Source: an optimization exercise on an open RTL-to-GDS flow (aim: small area). Production flows keep margins and buffers that such runs may drop. In this exercise RTL edits were held to simulation tests only and were not proved equivalent to the original. Power figures rest on the tool's default switching activity, not on a simulated workload.

==> flow/design.v, too long to show whole: its modules and the start of the top module <==
// module fpga_agc: 25383 lines
module fpga_agc(BLKUPL_, BMGXM, BMGXP, BMGYM, BMGYP, BMGZM, BMGZP, CAURST, CDUFAL, CDUXM, CDUXP, CDUYM, CDUYP, CDUZM, CDUZP, CNTRL1, CNTRL2, CTLSAT, DBLTST, DKBSNC, DKEND, DKSTRT, DOSCAL, FREFUN, GATEX_, GATEY_, GATEZ_, GCAPCL, GUIREL, HOLFUN, IMUCAG, IMUFAL, IMUOPR, IN3008, IN3212, IN3213, IN3214, IN3216, IN3301, ISSTOR, LEMATT, LFTOFF, LRIN0, LRIN1, LRRLSC, LVDAGD, MAINRS, MAMU, MANRmP, MANRmR, MANRmY, MANRpP, MANRpR, MANRpY, MARK, MDT01, MDT02, MDT03, MDT04, MDT05, MDT06, MDT07, MDT08, MDT09, MDT10, MDT11, MDT12, MDT13, MDT14, MDT15, MDT16, MKEY1, MKEY2, MKEY3, MKEY4, MKEY5, MLDCH, MLOAD, MNHNC, MNHRPT, MNHSBF, MNIMmP, MNIMmR, MNIMmY, MNIMpP, MNIMpR, MNIMpY, MONPAR, MONWBK, MRDCH, MREAD, MRKREJ, MRKRST, MSTP, MSTRT, MTCSAI, NAVRST, NHALGA, NHVFAL, NKEY1, NKEY2, NKEY3, NKEY4, NKEY5, OPCDFL, OPMSW2, OPMSW3, PCHGOF, PIPAXm, PIPAXp, PIPAYm, PIPAYp, PIPAZm, PIPAZp, ROLGOF, RRIN0, RRIN1, RRPONA, RRRLSC, S4BSAB, SBYBUT, SHAFTM, SHAFTP, SIGNX, SIGNY, SIGNZ, SMSEPR, SPSRDY, STRPRS, TEMPIN, TRANmX, TRANmY, TRANmZ, TRANpX, TRANpY, TRANpZ, TRNM, TRNP, TRST10, TRST9, ULLTHR, UPL0, UPL1, WD167, WD168, XLNK0, XLNK1, ZEROP, mstpeven, mstpodd, ALGA, ALRT0, ALRT1, ALT0, ALT1, ALTSNC, BPLSSW, BPLUS, CDUCLK, CDUXDM, CDUXDP, CDUYDM, CDUYDP, CDUZDM, CDUZDP, CGCWAR, CLK, COARSE, COMACT, DISDAC, DKDATA, DKDATB, ELSNCM, ELSNCN, EMSm, EMSp, ENERIM, ENEROP, GYENAB, GYRRST, GYRSET, GYXM, GYXP, GYYM, GYYP, GYZM, GYZP, ISSTDC, ISSWAR, KYRLS, LRRANG, LRRST, LRSYNC, LRXVEL, LRYVEL, LRZVEL, MBR1, MBR2, MCTRAL_, MGOJAM, MGP_, MIIP, MINHL, MINKL, MNISQ, MON800, MONWT, MOSCAL_, MPAL_, MPIPAL_, MRAG, MRCH, MREQIN, MRGG, MRLG, MROLGT, MRPTAL_, MRSC, MRULOG, MSCAFL_, MSCDBL_, MSP, MSQ10, MSQ11, MSQ12, MSQ13, MSQ14, MSQ16, MSQEXT, MST1, MST2, MST3, MSTPIT_, MT01, MT02, MT03, MT04, MT05, MT06, MT07, MT08, MT09, MT10, MT11, MT12, MTCAL_, MTCSA_, MVFAIL_, MWAG, MWARNF_, MWATCH_, MWBBEG, MWBG, MWCH, MWEBG, MWFBG, MWG, MWL01, MWL02, MWL03, MWL04, MWL05, MWL06, MWL07, MWL08, MWL09, MWL10, MWL11, MWL12, MWL13, MWL14, MWL15, MWL16, MWLG, MWQG, MWSG, MWYG, MWZG, OPEROR, OT1108, OT1110, OT1111, OT1112, OT1113, OT1114, OT1116, OT1207, OT1207_, OTLNK0, OTLNK1, OUTCOM, PIPASW, PIPDAT, PIPINT, RCmXmP, RCmXmY, RCmXpP, RCmXpY, RCmYmR, RCmYpR, RCmZmR, RCmZpR, RCpXmP, RCpXmY, RCpXpP, RCpXpY, RCpYmR, RCpYpR, RCpZmR, RCpZpR, RESTRT, RHCGO, RLYB01, RLYB02, RLYB03, RLYB04, RLYB05, RLYB06, RLYB07, RLYB08, RLYB09, RLYB10, RLYB11, RRRANG, RRRARA, RRRST, RRSYNC, RYWD12, RYWD13, RYWD14, RYWD16, S4BOFF, S4BSEQ, S4BTAK, SBYLIT, SHFTDM, SHFTDP, STARON, STNDBY, STRT1, STRT2, THRSTm, THRSTp, TMPCAU, TRNDM, TRNDP, TVCNAB, UPLACT, VNFLSH, ZEROPT, ZIMCDU, ZOPCDU, n12KPPS, n25KPPS, n3200A, n3200B, n3200C, n3200D, n800RST, n800SET, p28COM, p4SW, p4VDC, clk, reset, rope_addr, rope_data, core_addr, core_we, core_wdata, core_rdata);
  // ...
==> flow/run.sh <==
#!/bin/bash
# synth_recipe.tcl (not shown) runs the flow's synth.tcl, then flattens the netlist and writes it again
# the make line also repeats each setting of config.mk as NAME=value (left out here)
make -C /OpenROAD-flow-scripts/flow DESIGN_CONFIG=/design/flow/config.mk WORK_HOME=/design/flow/orfs CLKGATE_MAP_FILE= SYNTH_SCRIPT=/design/flow/synth_recipe.tcl finish
==> flow/config.mk <==
export PLATFORM = sky130hd
export DESIGN_NAME = fpga_agc
export DESIGN_NICKNAME = fpga_agc
export VERILOG_FILES = /design/flow/design.v
export SDC_FILE = /design/flow/constraint.sdc
export NUM_CORES = 8
export LEC_CHECK = 0
export CAP_MARGIN = 20
export CORE_MARGIN = 2
export CORE_UTILIZATION = 40
export SLEW_MARGIN = 20
==> flow/constraint.sdc <==
create_clock -name core_clock -period 19.5 [get_ports {clk}]
set_input_delay 3.9000 -clock core_clock [delete_from_list [all_inputs] [get_ports {clk}]]
set_output_delay 3.9000 -clock core_clock [all_outputs]
set_load 0.01 [all_outputs]
==> run notes, run 1 <==
status=finished clean; die height=813 µm; MaxCap Viol Count=0; CTS tree=yes; hold buffer count at cts=0; cells after synthesis=22300; Slew Limit Fails=0; nonclk inv count=35; distinct cell type count after synthesis=57; non-filler cells, final=32000; top cells by count, synth=dfxtp_1 (9596), nor2_1 (4781), a211oi_1 (2134); Placer Congestion=a little under 0.8; CTS root buf=clkbuf_16; switching power total=7.66 mW; wire length on met3=between 30000 and 40000 µm; Finished Cell Area=between 0.3 and 0.4 mm²; Tcrit/Tclk final=roughly three fifths; number of synthesized flops with an enable pin=0; Yosys top cell by area=dfxtp_1; Post-synth ARST share=0.0729%; top cells by area in the synthesized netlist=dfxtp_1 (73%), nor2_1 (6.9%), a211oi_1 (6.1%), a2111oi_0 (4.0%), a21oi_1 (1.7%); most common cell in the netlist=dfxtp_1; non-clock buffer count in the final layout=between 500 and 600; Worst-Margin Slew=1.21 ns; leading cell type in the layout, fill and taps excluded=dfxtp_1; total gr overflow=0; Reg-to-Reg Start=traya_a18_NOR42457; layout filler cell count=between 50000 and 60000; Pwr per Cell Area=123 mW/mm²; Critical Path Source=reset; worst slack, placed=7.88 ns; clk cell area share=9.70%; Fin Setup TNS=0 ns; Power Sequential=about 20 mW; most frequent cells in the layout=dfxtp_1 (9588), nor2_1 (4781), a211oi_1 (2134); worst-case vdd ir drop=103 µV; clk slew on worst S/H paths=0.06 ns; fraction of layout cells with a size suffix above 1=6.96%; max FFs per register=7; Syn Std Cell Area=0.262 mm²; Setup CP Type=in -> out
==> inputs of run 2 (changes only) <==
--- a/flow/config.mk
+++ b/flow/config.mk
@@ -10,2 +10,4 @@
 export CORE_UTILIZATION = 40
+export CTS_BUF_LIST = sky130_fd_sc_hd__clkbuf_4
+export CTS_CLUSTER_SIZE = 20
 export SLEW_MARGIN = 20
==> run notes, run 2 <==
status=finished clean (unchanged); distinct cell type count after synthesis=57 (unchanged); CTS tree=yes (unchanged); final setup fails=0 (unchanged); number of synthesized flops with an enable pin=0 (unchanged); die height=813 µm (unchanged); fraction of layout cells with a size suffix above 1=14.5% (was 6.96%); worst reg2reg setup slack=14.31 ns (was 14.27 ns); area growth from synthesis to layout=15.2% (was 15.8%); total power=35.9 mW (was 37.3 mW); Reg-to-Reg Start=traya_a18_NOR42457 (unchanged); RSZ-0062 raised after global routing=false (unchanged); Placer Congestion=0.794 (unchanged); most frequent cells in the layout=dfxtp_1 (9588), nor2_1 (4781), clkbuf_4 (3302) (was dfxtp_1 (9588), nor2_1 (4781), a211oi_1 (2134)); DR iter-0 viols=12400 (was 12700); Via Count=175000 (was 166000); RR Endpoint=traya_a19_NOR46235 (unchanged); worst setup path endpoint=MT06 (was KYRLS); startpoint types=input pin (unchanged); Fin. Hold Viols=0 (unchanged); # IOs=441 (unchanged); post-CTS sizing=0 (unchanged); Tcrit/Tclk final=59.5% (was 59.6%); R2R cell count=8 (unchanged); NumNets Final=24300 (was 22800); Top Usage Layer GRT=met2 (unchanged); vias in the first global route=170000 (was 158000); Initial Util=40.1% (unchanged); Sink Count=9603 (unchanged); Pwr per Cell Area=119 mW/mm² (was 123 mW/mm²); first-pass GRT wire length=1070000 µm (was 1050000 µm); num rows=297 (unchanged); I/O Buffers=436 (unchanged); Routed Wire Length=724000 µm (was 711000 µm); Seq cells post-synth=9603 (unchanged); f_max=0.0861 GHz (about the same); Vias/cell=5.10 (was 5.19); Reg with most FFs=agc_cnt (unchanged); Min-Delay Path Class=reg -> reg (unchanged); wire per inst=21.2 µm (was 22.2 µm); Yosys top cell by area=dfxtp_1 (unchanged); CP endpoint kind=primary output (unchanged); top cells by area in the synthesized netlist=dfxtp_1 (73%), nor2_1 (6.9%), a211oi_1 (6.1%), a2111oi_0 (4.0%), a21oi_1 (1.7%) (unchanged); Total Routing Usage GR=21.3% (was 20.6%); Setup CP Type=in -> out (unchanged); static leakage=120 nW (was 118 nW); Worst-Margin Slew=1.21 ns (about the same); antenna violations before repair=91 (was 86); MaxCap Viol Count=0 (unchanged); top cells by count, synth=dfxtp_1 (9596), nor2_1 (4781), a211oi_1 (2134) (unchanged); Num CTS Buffers=2355 (was 856); H-tree depth=8 (was 6); max FFs per register=7 (unchanged); Critical Path Source=reset (unchanged); die width=813 µm (unchanged); Slew Limit Fails=0 (unchanged); met1 global-route usage=29.6% (was 29.9%); Core Box Area=0.653 mm² (unchanged); setup repair bufs after CTS=0 (unchanged); Worst Skew=0.187 ns (was 0.0754 ns); Syn Area/Cell=11.8 µm² (unchanged); worst slack, placed=7.88 ns (unchanged); sequential fraction of the synthesis area=73.5% (unchanged); largest fanout on the critical path=139 (unchanged); GR Util met3=4.23% (was 2.34%); crit path time final=11.61 ns (was 11.62 ns); Synth top area share=73.4% (unchanged); largest net degree at the start of global routing=211 (unchanged); dominant synthesized flop cell=dfxtp_1 (unchanged); clk slew on worst S/H paths=0.06 ns (about the same); Fin Setup TNS=0 ns (unchanged); Worst EP required=15.60 ns (about the same); Finished Cell Area=0.302 mm² (was 0.303 mm²); Syn Std Cell Area=0.262 mm² (unchanged); antenna-violating nets left=0 (unchanged); Die Footprint=0.661 mm² (unchanged); Post-synth ARST share=0.0729% (unchanged); met2 global-route usage=33.4% (was 32.9%); hold buffer count at cts=0 (unchanged); most common cell in the netlist=dfxtp_1 (unchanged); worst-case vdd ir drop=74.4 µV (was 103 µV); arrival time at the worst endpoint=7.71 ns (was 7.72 ns); CTS root buf=clkbuf_4 (was clkbuf_16); Max clock buf depth=5 (was 4); cells after synthesis=22300 (unchanged); fin util=46.2% (was 46.4%); yosys warns=1 (unchanged); Clk Latency, worst-skew pair=1.91 ns (was 1.14 ns); Slew Limit Headroom=19.0% (was 19.3%); final setup margin=7.89 ns (was 7.88 ns); TritonRoute pass-1 iters=5 (was 6); DRC=0 (unchanged); placed inst area=0.274 mm² (unchanged); total gr overflow=0 (unchanged); DP HPWL=456000 µm (unchanged); leading cell type in the layout, fill and taps excluded=dfxtp_1 (unchanged)
run 2: worst min path at each step:
stage,startpoint,endpoint,slack (ns),cells past startpoint
after floorplan,traya_a18_NOR42457,traya_a18_NOR42457_p,0.33,0
after global routing,traya_a05_NOR39316,traya_a05_NOR39316_p,0.25,0
after global placement,traya_a01_NOR38152,traya_a01_NOR38152_p,0.35,0
after detailed placement,traya_a20_NOR31234,traya_a20_NOR31234_p,0.35,0
final,traya_a05_NOR39316,traya_a05_NOR39316_p,0.25,0
after CTS,traya_a13_NOR41228,traya_a13_NOR41228_p,0.24,0
run 2: routing by layer:
| layer | vias up | part of all wire, % |
|---|---|---|
| li1 | 83600 | - |
| met1 | 85700 | 47 |
| met2 | 4365 | 46 |
| met3 | 923 | 4.8 |
| met4 | 4 | 2.2 |
| met5 | - | 0.0037 |
run 2: final cells by class:
type	count	area (µm²)
well taps	8671	10800
inverters	35	160
flip-flops and latches	9603	192000
diodes	70	175
clock inverters	468	2950
multi-input cells	11500	64500
fillers	59800	351000
clock buffers	3302	24800
repair buffers	599	5790
run 2: through the flow:
| stage | instances | hold WS [ns] |
|---|---|---|
| 6_report | 34200 | 0.246 |
| 5_1_grt | 34200 | 0.251 |
| 4_1_cts | 34200 | 0.239 |
| 3_5_place_dp | 30400 | 0.352 |
| 3_3_place_gp | 30400 | 0.347 |
| 2_1_floorplan | 22300 | 0.326 |
run 2: cell families (layout without fill, tap and decap cells):
group,after synthesis,after routing,share of synthesized area (%)
buffers and inverters,1182,4404,1.93
DFF,9603,9603,73.5
other,1,72,0.00143
xor gates and xnor gates,5,5,0.0167
AOI/OAI and AO/OA,5226,5226,14.5
and+or+nand+nor,6240,6240,10.1
adders and majority gates,8,8,0.0383
run 2: where the power goes:
group | leakage [nW] | internal (mW) | switching, mW | total [mW]
clock network | 16.6 | 8.28 | 7.54 | 15.8
registers | 77.5 | 19.7 | 0.0871 | 19.8
logic | 25.6 | 0.0899 | 0.164 | 0.254
total | 120 | 28.1 | 7.79 | 35.9
run 2: critical path, cell delays in order:
cell and delay, ns:
clkdlybuf4s50_1 0.65, nand4bb_4 0.52, clkinv_16 0.42, buf_4 0.65
buf_4 0.64, and2_1 0.23, clkdlybuf4s50_1 0.53
==> inputs of run 3 (changes only) <==
--- a/flow/config.mk
+++ b/flow/config.mk
@@ -10,4 +10,5 @@
 export CORE_UTILIZATION = 40
-export CTS_BUF_LIST = sky130_fd_sc_hd__clkbuf_4
-export CTS_CLUSTER_SIZE = 20
+export CTS_BUF_LIST = sky130_fd_sc_hd__clkbuf_16
+export CTS_CLUSTER_DIAMETER = 60
+export CTS_CLUSTER_SIZE = 26
 export SLEW_MARGIN = 20
==> run notes, run 3 <==
cell chain of the critical path=clkdlybuf4s50_1, nand4bb_4, clkinv_16, buf_4, buf_4, and3_1, clkdlybuf4s50_1 (was clkdlybuf4s50_1, nand4bb_4, clkinv_16, buf_4, buf_4, and2_1, clkdlybuf4s50_1); top cells by count, synth=dfxtp_1 (9596), nor2_1 (4781), a211oi_1 (2134) (unchanged); # IOs=441 (unchanged); number of synthesized flops with an enable pin=0 (unchanged); static leakage=110 nW (was 120 nW); max FFs per register=7 (unchanged); post-CTS sizing=0 (unchanged); clk slew on worst S/H paths=0.10 ns (was 0.06 ns); Placer Congestion=0.794 (unchanged); largest stage delay on the critical path=0.64 ns (was 0.65 ns); Core Box Area=0.653 mm² (unchanged); startpoint types=input pin (unchanged); Hold Crit Start=traya_a23_NOR48136 (was traya_a05_NOR39316); worst-case vdd ir drop=90.3 µV (was 74.4 µV); Top Usage Layer GRT=met2 (unchanged); Sink Count=9603 (unchanged); total gr overflow=0 (unchanged); met1 global-route usage=29.7% (was 29.6%); Bufs and invs on worst path=5 (unchanged); distinct cell type count after synthesis=57 (unchanged); placed inst area=0.274 mm² (unchanged); hold buffer count at cts=0 (unchanged); Syn Std Cell Area=0.262 mm² (unchanged); I/O Buffers=436 (unchanged); worst slack, placed=7.88 ns (unchanged); Fin Setup TNS=0 ns (unchanged); arrival time at the worst endpoint=7.70 ns (was 7.71 ns); TritonRoute pass-1 iters=5 (unchanged); status=finished clean (unchanged); Synth top area share=73.4% (unchanged); num rows=297 (unchanged); Initial Util=40.1% (unchanged); wire per inst=22.4 µm (was 21.2 µm); DP HPWL=456000 µm (unchanged); Hold Slack=0.313 ns (was 0.246 ns); antenna-violating nets left=0 (unchanged); GR Util met3=2.00% (was 4.23%); Fin. Hold Viols=0 (unchanged); R2R cell count=8 (unchanged); Via Count=163000 (was 175000); NumNets Final=22400 (was 24300); Worst Skew=0.110 ns (was 0.187 ns); Yosys top cell by area=dfxtp_1 (unchanged); DRC=0 (unchanged); antenna violations before repair=118 (was 91); most frequent cells in the layout=dfxtp_1 (9588), nor2_1 (4781), a211oi_1 (2134) (was dfxtp_1 (9588), nor2_1 (4781), clkbuf_4 (3302)); die height=813 µm (unchanged); Num CTS Buffers=464 (was 2355); sequential fraction of the synthesis area=73.5% (unchanged); die width=813 µm (unchanged); Die Footprint=0.661 mm² (unchanged); CP delay by family, top=buffers and inverters (unchanged); Total Routing Usage GR=20.3% (was 21.3%); final setup margin=7.90 ns (was 7.89 ns); Critical-path top delay cell=clkdlybuf4s50_1 (unchanged); Clk Latency, worst-skew pair=1.14 ns (was 1.91 ns); met2 global-route usage=32.3% (was 33.4%); Vias/cell=5.22 (was 5.10); CTS root buf=clkbuf_16 (was clkbuf_4); Finished Cell Area=0.289 mm² (was 0.302 mm²); first-pass GRT wire length=1020000 µm (was 1070000 µm); yosys warns=1 (unchanged); largest net degree at the start of global routing=211 (unchanged); setup repair bufs after CTS=0 (unchanged); fraction of layout cells with a size suffix above 1=4.14% (was 14.5%); worst reg2reg setup slack=14.32 ns (was 14.31 ns); Min-Delay Path Class=reg -> reg (unchanged); leading cell type in the layout, fill and taps excluded=dfxtp_1 (unchanged); Worst EP required=15.60 ns (about the same); Reg-to-Reg Start=traya_a18_NOR42457 (unchanged); vias in the first global route=152000 (was 170000); Reg with most FFs=agc_cnt (unchanged); final setup fails=0 (unchanged); Slew Limit Headroom=19.9% (was 19.0%); Post-synth ARST share=0.0729% (unchanged); cells after synthesis=22300 (unchanged); DR iter-0 viols=13800 (was 12400); Setup CP Type=in -> out (unchanged); Worst Hold End=traya_a23_NOR48136_p (was traya_a05_NOR39316_p); CTS tree=yes (unchanged); Seq cells post-synth=9603 (unchanged); largest fanout on the critical path=140 (was 139); crit path time final=11.60 ns (was 11.61 ns); Routed Wire Length=699000 µm (was 724000 µm); total power=31.5 mW (was 35.9 mW); RR Endpoint=traya_a16_NOR43325 (was traya_a19_NOR46235); dominant synthesized flop cell=dfxtp_1 (unchanged); f_max=0.0862 GHz (was 0.0861 GHz); area growth from synthesis to layout=10.4% (was 15.2%); non-filler cells, final=31200 (was 34200); H-tree depth=5 (was 8); most common cell in the netlist=dfxtp_1 (unchanged); CP endpoint kind=primary output (unchanged); layout filler cell count=59600 (was 59800); MaxCap Viol Count=0 (unchanged); placed insts=30400 (unchanged); Worst-Margin Slew=1.20 ns (was 1.21 ns); fin util=44.2% (was 46.2%); Max clock buf depth=4 (was 5); Tcrit/Tclk final=59.5% (about the same); Hold Path Depth=0 (unchanged); Pwr per Cell Area=109 mW/mm² (was 119 mW/mm²); top cells by area in the synthesized netlist=dfxtp_1 (73%), nor2_1 (6.9%), a211oi_1 (6.1%), a2111oi_0 (4.0%), a21oi_1 (1.7%) (unchanged); Slew Limit Fails=0 (unchanged); RSZ-0062 raised after global routing=false (unchanged); Syn Area/Cell=11.8 µm² (unchanged)
==> run 3: cell types whose count changed in the layout (fill, tap and decap cells not counted), moves of 11 or more <==
cell	before	now
inv_1	33	64
clkinv_1	329	28
inv_2	55	0
clkinv_8	0	22
clkinv_4	6	17
clkbuf_4	3302	0
clkinvlp_4	14	31
inv_8	1	17
clkbuf_16	0	469
inv_6	0	36
diode_2	70	46
clkinv_16	1	18
==> run 3: worst max path at each step <==
stage / from / to / cells after the start
3_3_place_gp: reset / MT06 / 7
6_report: reset / KYRLS / 7
3_5_place_dp: reset / EMSm / 7
4_1_cts: reset / EMSm / 7
5_1_grt: reset / MRCH / 7
2_1_floorplan: reset / RRRST / 9
==> run 3: where the power goes <==
part / total, mW / switching [mW] / internal, mW
sequential: 19.8 / 0.0867 / 19.7
combinational: 0.253 / 0.163 / 0.0899
clock: 11.5 / 6.48 / 4.97
total: 31.5 / 6.73 / 24.8
==> run 3: kinds of logic after synthesis <==
family                   count (synthesis)  share of synthesized area (%)
other                                    1                        0.00143
flip-flops                            9603                           73.5
AO/OA/AOI/OAI                         5226                           14.5
XOR/XNOR                                 5                         0.0167
buffers and inverters                 1182                           1.93
adder cells (fa/ha/maj)                  8                         0.0383
AND/OR/NAND/NOR                       6240                           10.1
==> run 3: cell type report <==
| cell class | instances | area, µm² | share of cell area, % |
|---|---|---|---|
| diodes | 46 | 115 | 0.0399 |
| clock buffers | 469 | 11700 | 4.06 |
| clock inverters | 271 | 3360 | 1.16 |
| inverters | 35 | 160 | 0.0555 |
| multi-input cells | 11500 | 64500 | 22.3 |
| flip-flops and latches | 9603 | 192000 | 66.6 |
| well taps | 8671 | 10800 | 3.76 |
| repair buffers | 599 | 5790 | 2.00 |
==> run 3: routing by layer <==
layer  vias up  wire length, µm
met3       703            29400
li1      78100                -
met1     81100           336000
met2      2856           317000
met4        12            17900
met5         -               81
==> inputs of run 4 (changes only) <==
--- a/flow/config.mk
+++ b/flow/config.mk
@@ -10,5 +10,5 @@
 export CORE_UTILIZATION = 40
-export CTS_BUF_LIST = sky130_fd_sc_hd__clkbuf_16
-export CTS_CLUSTER_DIAMETER = 60
-export CTS_CLUSTER_SIZE = 26
+export CTS_BUF_LIST = sky130_fd_sc_hd__clkbuf_8
+export CTS_CLUSTER_DIAMETER = 50
+export CTS_CLUSTER_SIZE = 18
 export SLEW_MARGIN = 20
==> run notes, run 4 <==
Vias/cell=5.20 (was 5.22); top cells by area in the synthesized netlist=dfxtp_1 (73%), nor2_1 (6.9%), a211oi_1 (6.1%), a2111oi_0 (4.0%), a21oi_1 (1.7%) (unchanged); # IOs=441 (unchanged); Worst EP required=15.60 ns (about the same); Syn Std Cell Area=0.262 mm² (unchanged); DRC=0 (unchanged); Net Sw Frac=21.8% (was 21.4%); Reg with most FFs=agc_cnt (unchanged); Worst Skew=0.0817 ns (was 0.110 ns); fin util=43.9% (was 44.2%); I/O Buffers=436 (unchanged); fraction of layout cells with a size suffix above 1=5.22% (was 4.14%); antenna violations before repair=114 (was 118); NumNets Final=22600 (was 22400); final setup fails=0 (unchanged); startpoint types=input pin (unchanged); met2 global-route usage=32.5% (was 32.3%); sequential fraction of the synthesis area=73.5% (unchanged); max FFs per register=7 (unchanged); Fin Setup TNS=0 ns (unchanged); total power=30.5 mW (was 31.5 mW); Clk Latency, worst-skew pair=1.36 ns (was 1.14 ns); RSZ-0062 raised after global routing=false (unchanged); Critical-path top delay cell=clkdlybuf4s50_1 (unchanged); Syn Area/Cell=11.8 µm² (unchanged); top cells by count, synth=dfxtp_1 (9596), nor2_1 (4781), a211oi_1 (2134) (unchanged); Core Box Area=0.653 mm² (unchanged); dominant synthesized flop cell=dfxtp_1 (unchanged); f_max=0.0861 GHz (was 0.0862 GHz); Tcrit/Tclk final=59.6% (was 59.5%); wire per inst=22.4 µm (about the same); worst-case vdd ir drop=76.3 µV (was 90.3 µV); static leakage=110 nW (about the same); number of synthesized flops with an enable pin=0 (unchanged); Yosys top cell by area=dfxtp_1 (unchanged); Total Routing Usage GR=20.4% (was 20.3%); TritonRoute pass-1 iters=5 (unchanged); Finished Cell Area=0.287 mm² (was 0.289 mm²); total gr overflow=0 (unchanged); H-tree depth=6 (was 5); Post-synth ARST share=0.0729% (unchanged); DR iter-0 viols=13100 (was 13800); Synth top area share=73.4% (unchanged); CTS root buf=clkbuf_8 (was clkbuf_16); Min-Delay Path Class=reg -> reg (unchanged); Reg-to-Reg Start=traya_a18_NOR42457 (unchanged); Sequential Power Share=64.9% (was 62.8%); Routed Wire Length=703000 µm (was 699000 µm); die width=813 µm (unchanged); CTS tree=yes (unchanged); antenna-violating nets left=0 (unchanged); switching power total=6.64 mW (was 6.73 mW); area growth from synthesis to layout=9.62% (was 10.4%); first-pass GRT wire length=1030000 µm (was 1020000 µm); Setup CP Type=in -> out (unchanged); largest net degree at the start of global routing=211 (unchanged); Pint=23.9 mW (was 24.8 mW); setup repair bufs after CTS=0 (unchanged); vias in the first global route=154000 (was 152000); Sink Count=9603 (unchanged); distinct cell type count after synthesis=57 (unchanged); hold buffer count at cts=0 (unchanged); DP HPWL=456000 µm (unchanged); leading cell type in the layout, fill and taps excluded=dfxtp_1 (unchanged); die height=813 µm (unchanged); clk slew on worst S/H paths=0.11 ns (was 0.10 ns); Via Count=164000 (was 163000); post-CTS sizing=0 (unchanged); CP endpoint kind=primary output (unchanged); crit path time final=11.62 ns (was 11.60 ns); GR Util met3=2.39% (was 2.00%); largest stage delay on the critical path=0.64 ns (about the same); Top Usage Layer GRT=met2 (unchanged); status=finished clean (unchanged); Max clock buf depth=4 (unchanged); Slew Limit Fails=0 (unchanged); Critical Path Source=reset (unchanged); Hold Crit Start=traya_a21_NOR32544 (was traya_a23_NOR48136); largest fanout on the critical path=139 (was 140); Fin. Hold Viols=0 (unchanged); Slew Limit Headroom=21.1% (was 19.9%); worst slack, placed=7.88 ns (unchanged); final setup margin=7.88 ns (was 7.90 ns); cells after synthesis=22300 (unchanged); Die Footprint=0.661 mm² (unchanged); placed inst area=0.274 mm² (unchanged); yosys warns=1 (unchanged); Worst-Margin Slew=1.18 ns (was 1.20 ns); Clock power frac=34.3% (was 36.4%); most common cell in the netlist=dfxtp_1 (unchanged); cell chain of the critical path=clkdlybuf4s50_1, nand4bb_4, clkinv_16, buf_4, buf_4, and3_1, clkdlybuf4s50_1 (unchanged); Seq cells post-synth=9603 (unchanged); Placer Congestion=0.794 (unchanged); Gate power share=0.8% (about the same); num rows=297 (unchanged); met1 global-route usage=29.6% (was 29.7%); MaxCap Viol Count=0 (unchanged); arrival time at the worst endpoint=7.72 ns (was 7.70 ns); Pwr per Cell Area=106 mW/mm² (was 109 mW/mm²); most frequent cells in the layout=dfxtp_1 (9588), nor2_1 (4781), a211oi_1 (2134) (unchanged); Initial Util=40.1% (unchanged); Num CTS Buffers=665 (was 464)
## run 4: cell type report
cell class | instances | area (µm²)
Sequential cell | 9603 | 192000
Tap cell | 8671 | 10800
Antenna cell | 50 | 125
Fill cell | 60100 | 366000
Clock buffer | 725 | 9980
Clock inverter | 287 | 3160
Inverter | 35 | 160
Timing Repair Buffer | 599 | 5790
Multi-Input combinational cell | 11500 | 64500
## run 4: per-stage QoR
step	cells	hold WS, ns
floorplan	22300	0.326
global placement	30400	0.347
detailed placement	30400	0.352
CTS	31400	0.294
global route	31400	0.322
finish	31500	0.333
## run 4: metal layers
layer	vias up	part of all wire (%)	routed length (µm)
li1	78400	-	-
met1	81200	48	336000
met2	3173	45	317000
met3	828	4.7	32700
met4	10	2.4	17200
met5	-	0.010	71
## run 4: final timing paths
kind | endpoint | slack, ns | cells past startpoint
max | KYRLS | 7.88 | 7
min in group asynchronous | agc_cnt[2] | 3.20 | 2
min reg2reg | traya_a21_NOR32544_p | 0.33 | 0
max reg2reg | traya_a19_NOR46222 | 14.32 | 8
min | traya_a21_NOR32544_p | 0.33 | 0
max in group asynchronous | agc_cnt[1] | 16.06 | 2
## run 4: cell families after synthesis
group / share of synthesized area, %
adders and majority gates: 0.0383
xor gates and xnor gates: 0.0167
DFF: 73.5
and+or+nand+nor: 10.1
other: 0.00143
buffers and inverters: 1.93
AOI/OAI and AO/OA: 14.5
## run 4: power groups by stage
| stage | Combinational [mW] | Clock (mW) | Sequential, mW |
|---|---|---|---|
| floorplan | 0.143 | 0 | 20.2 |
| global placement | 0.252 | 0 | 20.2 |
| detailed placement | 0.255 | 0 | 20.2 |
| CTS | 0.256 | 10.7 | 19.8 |
| global route | 0.278 | 11.4 | 19.8 |
| finish | 0.253 | 10.5 | 19.8 |
## run 4: worst max-delay path: cells and delay by family
kind	cells	cell delay, ns
buf+inv	5	2.69
simple gates	2	0.77

[what the ideal ports hide]
In the flow no input, the clock included, has a driving cell. The finished layouts below were timed again as built, in two steps. Step 1, drivers: a clkbuf_16 drives clk and a buf_2 each remaining input, both assumed. Step 2 times the ports against the registers' clock, not the clock port: input delays grow and output delays shrink by t, the midpoint of the rising clock arrivals with the driver on. a / b / c = no drivers / after step 1 / after step 2; a / b = the first two.
run | t, ns | setup slack, ns | hold slack, ns | latest minus earliest clock arrival (ns) | worst slew at a driven data input, ns
run 1 | 1.250 | 7.883 / 7.855 / 7.855 | 0.307 / 0.307 / 0.307 | 0.099 / 0.100 | 0.26
run 2 | 1.948 | 7.891 / 7.863 / 7.863 | 0.246 / 0.246 / 0.246 | 0.207 / 0.207 | 0.26
run 3 | 1.206 | 7.900 / 7.874 / 7.874 | 0.313 / 0.313 / 0.313 | 0.124 / 0.124 | 0.30
run 4 | 1.425 | 7.884 / 7.858 / 7.858 | 0.333 / 0.333 / 0.333 | 0.110 / 0.110 | 0.26
After both steps setup and hold are still met in every run listed.
